From an optimization exercise on the open Yosys and OpenROAD flow, aimed at small area; shortcuts taken in it are not production practice. In this exercise RTL edits were held to simulation tests only and were not proved equivalent to the original.

## fast
module fast (
   input bit clk,
   input bit rst_n,
   input logic [391:0] in_data,
   output logic [12:0] out_pixel
);
wire nc0;
wire nc1;
wire nc2;
wire nc3;
wire nc4;
wire nc5;
wire nc6;
wire nc7;
wire x8;
wire k9;
wire s10;
wire c11;
wire s12;
wire c13;
wire s14;
wire c15;
wire s16;
wire c17;
wire s18;
wire c19;
wire s20;
wire c21;
wire s22;
wire c23;
wire a24;
wire p25;
wire d26;
wire d27;
wire d28;
wire d29;
wire d30;
wire d31;
wire d32;
wire x33;
wire k34;
wire s35;
wire c36;
wire s37;
wire c38;
wire s39;
wire c40;
wire s41;
wire c42;
wire s43;
wire c44;
wire s45;
wire c46;
wire s47;
wire c48;
wire a49;
wire p50;
wire d51;
wire d52;
wire d53;
wire d54;
wire d55;
wire d56;
wire d57;
wire x58;
wire k59;
wire s60;
wire c61;
wire s62;
wire c63;
wire s64;
wire c65;
wire s66;
wire c67;
wire s68;
wire c69;
wire s70;
wire c71;
wire s72;
wire c73;
wire a74;
wire p75;
wire d76;
wire d77;
wire d78;
wire d79;
wire d80;
wire d81;
wire d82;
wire x83;
wire k84;
wire s85;
wire c86;
wire s87;
wire c88;
wire s89;
wire c90;
wire s91;
wire c92;
wire s93;
wire c94;
wire s95;
wire c96;
wire s97;
wire c98;
wire a99;
wire p100;
wire d101;
wire d102;
  ...
Size: roughly 540 cells after synthesis, about 12 flip-flops, ~7200 sq um of cells after synthesis.
Settings: LEC_CHECK=0, CAP_MARGIN=40, CORE_MARGIN=2, CORE_UTILIZATION=40, CTS_BUF_LIST=sky130_fd_sc_hd__clkbuf_4, GPL_TIMING_DRIVEN=0, SLEW_MARGIN=40, SYNTH_HIERARCHICAL=1, BUFFER_PORTS_ARGS=-buffer_cell sky130_fd_sc_hd__buf_1, REMOVE_ABC_BUFFERS=1; clock period 12.0 ns.
standard.sh (not shown) runs the stock make flow with config.mk's settings and CLKGATE_MAP_FILE= SYNTH_SCRIPT=/design/flow/synth_recipe.tcl, a recipe that flattens the netlist after the stock synthesis.
==> flow/flow/run.sh <==
#!/bin/bash
set -euo pipefail
cat >> config.mk <<'EOT'
export BUFFER_PORTS_ARGS = -buffer_cell sky130_fd_sc_hd__buf_1
export REMOVE_ABC_BUFFERS = 1
EOT
bash standard.sh > flow_make.log 2>&1
Change:
- CTS_BUF_LIST: sky130_fd_sc_hd__clkbuf_4 -> sky130_fd_sc_hd__clkbuf_8
The changed run went through all stages and came out clean. Synthesized cell count is unchanged. Cell area climbs by 0.61%. Global-route usage hardly moves. Sequential share of layout area stays flat. Die area is unchanged. Via count drops by 1.8%. Worst setup slack improved by 0.027 ns. Wire length drops by 0.60%. Utilization climbs by 0.27 points. Flip-flop and latch count does not change. Area after synthesis stays the same.


Another version of the RTL of fast (not shown whole).
For scale: roughly 530 cells after synthesis, roughly 12 flip-flops, roughly 410 I/O pins, roughly 7000 µm² of cells after synthesis.
clock: 12.0 ns
lec_check: 0
cap_margin: 40
core_margin: 2
core_utilization: 40
cts_buf_list: sky130_fd_sc_hd__clkbuf_4
gpl_timing_driven: 0
slew_margin: 40
synth_hierarchical: 1
buffer_ports_args: -buffer_cell sky130_fd_sc_hd__buf_1
remove_abc_buffers: 1
==> flow/flow/run.sh <==
#!/bin/bash
set -euo pipefail
cat >> config.mk <<'EOT'
export BUFFER_PORTS_ARGS = -buffer_cell sky130_fd_sc_hd__buf_1
export REMOVE_ABC_BUFFERS = 1
EOT
RES=orfs/results/$FLOW_PLATFORM/fast/base
bash standard.sh synth > flow_synth.log 2>&1
cp $RES/1_2_yosys.v flow_synth_netlist.v
python3 flow/downsize.py $FLOW_HOME/platforms/$FLOW_PLATFORM/lib/sky130_fd_sc_hd__tt_025C_1v80.lib $RES/1_2_yosys.v > flow_downsize.log 2>&1
touch $RES/1_2_yosys.v
bash standard.sh > flow_make.log 2>&1
==> flow/flow/downsize.py <==
#!/usr/bin/env python3
"""Set every combinational cell of the synthesized netlist to the smallest
variant of its cell family (same function and pins, e.g. a21oi_2 -> a21oi_1).
The layout flow's own repair then upsizes only where timing, slew or load need
it. Flip-flops and don't-use cells are left alone. Usage: downsize.py LIB NETLIST"""
import re, sys

lib_path, net_path = sys.argv[1], sys.argv[2]
lib = open(lib_path).read()

area, pins, dontuse = {}, {}, set()
for m in re.finditer(r'cell \("(sky130_fd_sc_hd__\w+)"\)\s*\{', lib):
    name = m.group(1)
    end = lib.find('\n    cell (', m.end())
    blk = lib[m.end(): end if end > 0 else len(lib)]
    a = re.search(r'\barea\s*:\s*([\d.]+)', blk)
    if a:
        area[name] = float(a.group(1))
    pins[name] = tuple(sorted(re.findall(r'pin \("(\w+)"\)', blk)))
    if re.search(r'dont_use\s*:\s*true', blk):
        dontuse.add(name)

fam = {}
for name in area:
    m = re.match(r'(sky130_fd_sc_hd__\w+?)_(\d+)$', name)
    if m:
        fam.setdefault((m.group(1), pins[name]), []).append(name)

def smallest(cell):
    m = re.match(r'(sky130_fd_sc_hd__\w+?)_(\d+)$', cell)
    if not m or cell not in area:
        return cell
    base = m.group(1)
    if re.search(r'__(df|dl|sdf|edf|conb|clk|tap|fill|decap|diode)', cell):
        return cell
    cands = [c for c in fam.get((base, pins[cell]), []) if c not in dontuse]
    if not cands:
        return cell
    return min(cands, key=lambda c: (area[c], int(c.rsplit('_', 1)[1])))

net = open(net_path).read()
count = 0
def sub(m):
    global count
    new = smallest(m.group(1))
    if new != m.group(1):
        count += 1
    return new + m.group(2)
net = re.sub(r'\b(sky130_fd_sc_hd__\w+)(\s+\S+\s*\()', sub, net)
open(net_path, 'w').write(net)
print(f"downsize.py: {count} cells set to their smallest variant")
Next try:
==> flow/flow/run.sh (replaced) <==
#!/bin/bash
set -euo pipefail
cat >> config.mk <<'EOT'
export BUFFER_PORTS_ARGS = -buffer_cell sky130_fd_sc_hd__buf_1
export REMOVE_ABC_BUFFERS = 1
EOT
bash standard.sh > flow_make.log 2>&1
removed: flow/flow/downsize.py
Outcome: The changed run produced a clean layout. Maximum frequency went down by 0.86%. Die area went up by 0.84%. Non-clock buffer count is unchanged.


fast, a different RTL version from the one above (not shown whole).
Size: about 530 cells after synthesis, ~12 flip-flops, roughly 410 I/O pins, about 7100 sq um of cells after synthesis.
clock: 12.0 ns
lec_check: 0
cap_margin: 40
core_margin: 2
core_utilization: 40
cts_buf_list: sky130_fd_sc_hd__clkbuf_4
gpl_timing_driven: 0
slew_margin: 40
synth_hierarchical: 1
buffer_ports_args: -buffer_cell sky130_fd_sc_hd__buf_1
remove_abc_buffers: 1
==> flow/flow/run.sh <==
#!/bin/bash
set -euo pipefail
cat >> config.mk <<'EOT'
export BUFFER_PORTS_ARGS = -buffer_cell sky130_fd_sc_hd__buf_1
export REMOVE_ABC_BUFFERS = 1
EOT
bash standard.sh > flow_make.log 2>&1
Then changed:
- CTS_BUF_LIST: sky130_fd_sc_hd__clkbuf_4 -> sky130_fd_sc_hd__clkbuf_8
Worst setup slack gets worse by 0.035 ns.
Critical path depth stays the same.
Die area does not change.
Wire length stays flat.
Via count is about the same.
Final area climbs by about 0.4%.
First-iteration DRC count fell by 12%.
Flip-flop and latch count does not change.
Count of clock-buffer cells in the layout climbs by 1.


fast with an RTL version that a note above also has.
Size: roughly 530 cells after synthesis, ~12 flip-flops, ~410 I/O pins.
clock: 12.0 ns
lec_check: 0
cap_margin: 40
core_margin: 2
core_utilization: 40
cts_buf_list: sky130_fd_sc_hd__clkbuf_8
gpl_timing_driven: 0
slew_margin: 40
synth_hierarchical: 1
buffer_ports_args: -buffer_cell sky130_fd_sc_hd__buf_1
remove_abc_buffers: 1
Scripts as last shown in full above: flow/flow/run.sh
The starting point ran to the end with no violations.
Then changed:
CAP_MARGIN = 20   (was 40)
CTS_BUF_LIST = sky130_fd_sc_hd__clkbuf_4   (was sky130_fd_sc_hd__clkbuf_8)
SLEW_MARGIN = 20   (was 40)
The changed run went through all stages and came out clean.
Design area shrinks by 0.32%.
First-iteration DRC count falls by 3.0%.
Non-clock buffer count is unchanged.
Die area is unchanged.
Fmax is about the same.
Area after synthesis does not change.

-- what the ideal ports hide --
Ports are ideal in the flow. The routed layouts listed here were re-timed in OpenROAD.
Step 1 (the two cells are an assumption about what drives the block):
set clk [get_ports {clk}]
set_driving_cell -lib_cell sky130_fd_sc_hd__clkbuf_16 $clk
set_driving_cell -lib_cell sky130_fd_sc_hd__buf_2 [delete_from_list [all_inputs] $clk]
Step 2 moves the port delays by t, midway between the first and last clock arrival at a register: inputs arrive t later, outputs are due t later. That takes back most of the time a late clock gives input paths.
a / b / c = ideal ports / drivers / drivers and shift; a / b = the first two.
| run | shift t [ns] | setup WS [ns] | hold WS [ns] | worst setup path after step 2 | worst register clock-pin slew, ns |
|---|---|---|---|---|---|
| the first run of note 1 | 0.341 | 0.329 / 0.340 / 0.000 | 2.676 / 2.662 / 2.822 | input to register | 0.12 / 0.12 |
| the second run of note 1 | 0.306 | 0.356 / 0.372 / 0.065 | 2.723 / 2.705 / 2.810 | input to register | 0.08 / 0.08 |
| the first run of note 2 | 0.290 | 0.572 / 0.572 / 0.282 | 2.561 / 2.559 / 2.821 | input to register | 0.07 / 0.07 |
| the second run of note 2 | 0.286 | 0.474 / 0.468 / 0.181 | 2.560 / 2.570 / 2.825 | input to register | 0.07 / 0.07 |
| the first run of note 3 | 0.281 | 0.498 / 0.491 / 0.210 | 2.545 / 2.558 / 2.820 | input to register | 0.07 / 0.07 |
| the second run of note 3 | 0.262 | 0.463 / 0.461 / 0.199 | 2.582 / 2.589 / 2.814 | input to register | 0.05 / 0.05 |
| the first run of note 4 | 0.258 | 0.434 / 0.431 / 0.173 | 2.600 / 2.607 / 2.818 | input to register | 0.05 / 0.05 |
| the second run of note 4 | 0.279 | 0.415 / 0.407 / 0.127 | 2.546 / 2.555 / 2.818 | input to register | 0.07 / 0.07 |
For the first run of note 1, which loses most, drivers alone change the setup slack by +0.011 ns; drivers and shift together by -0.329 ns.
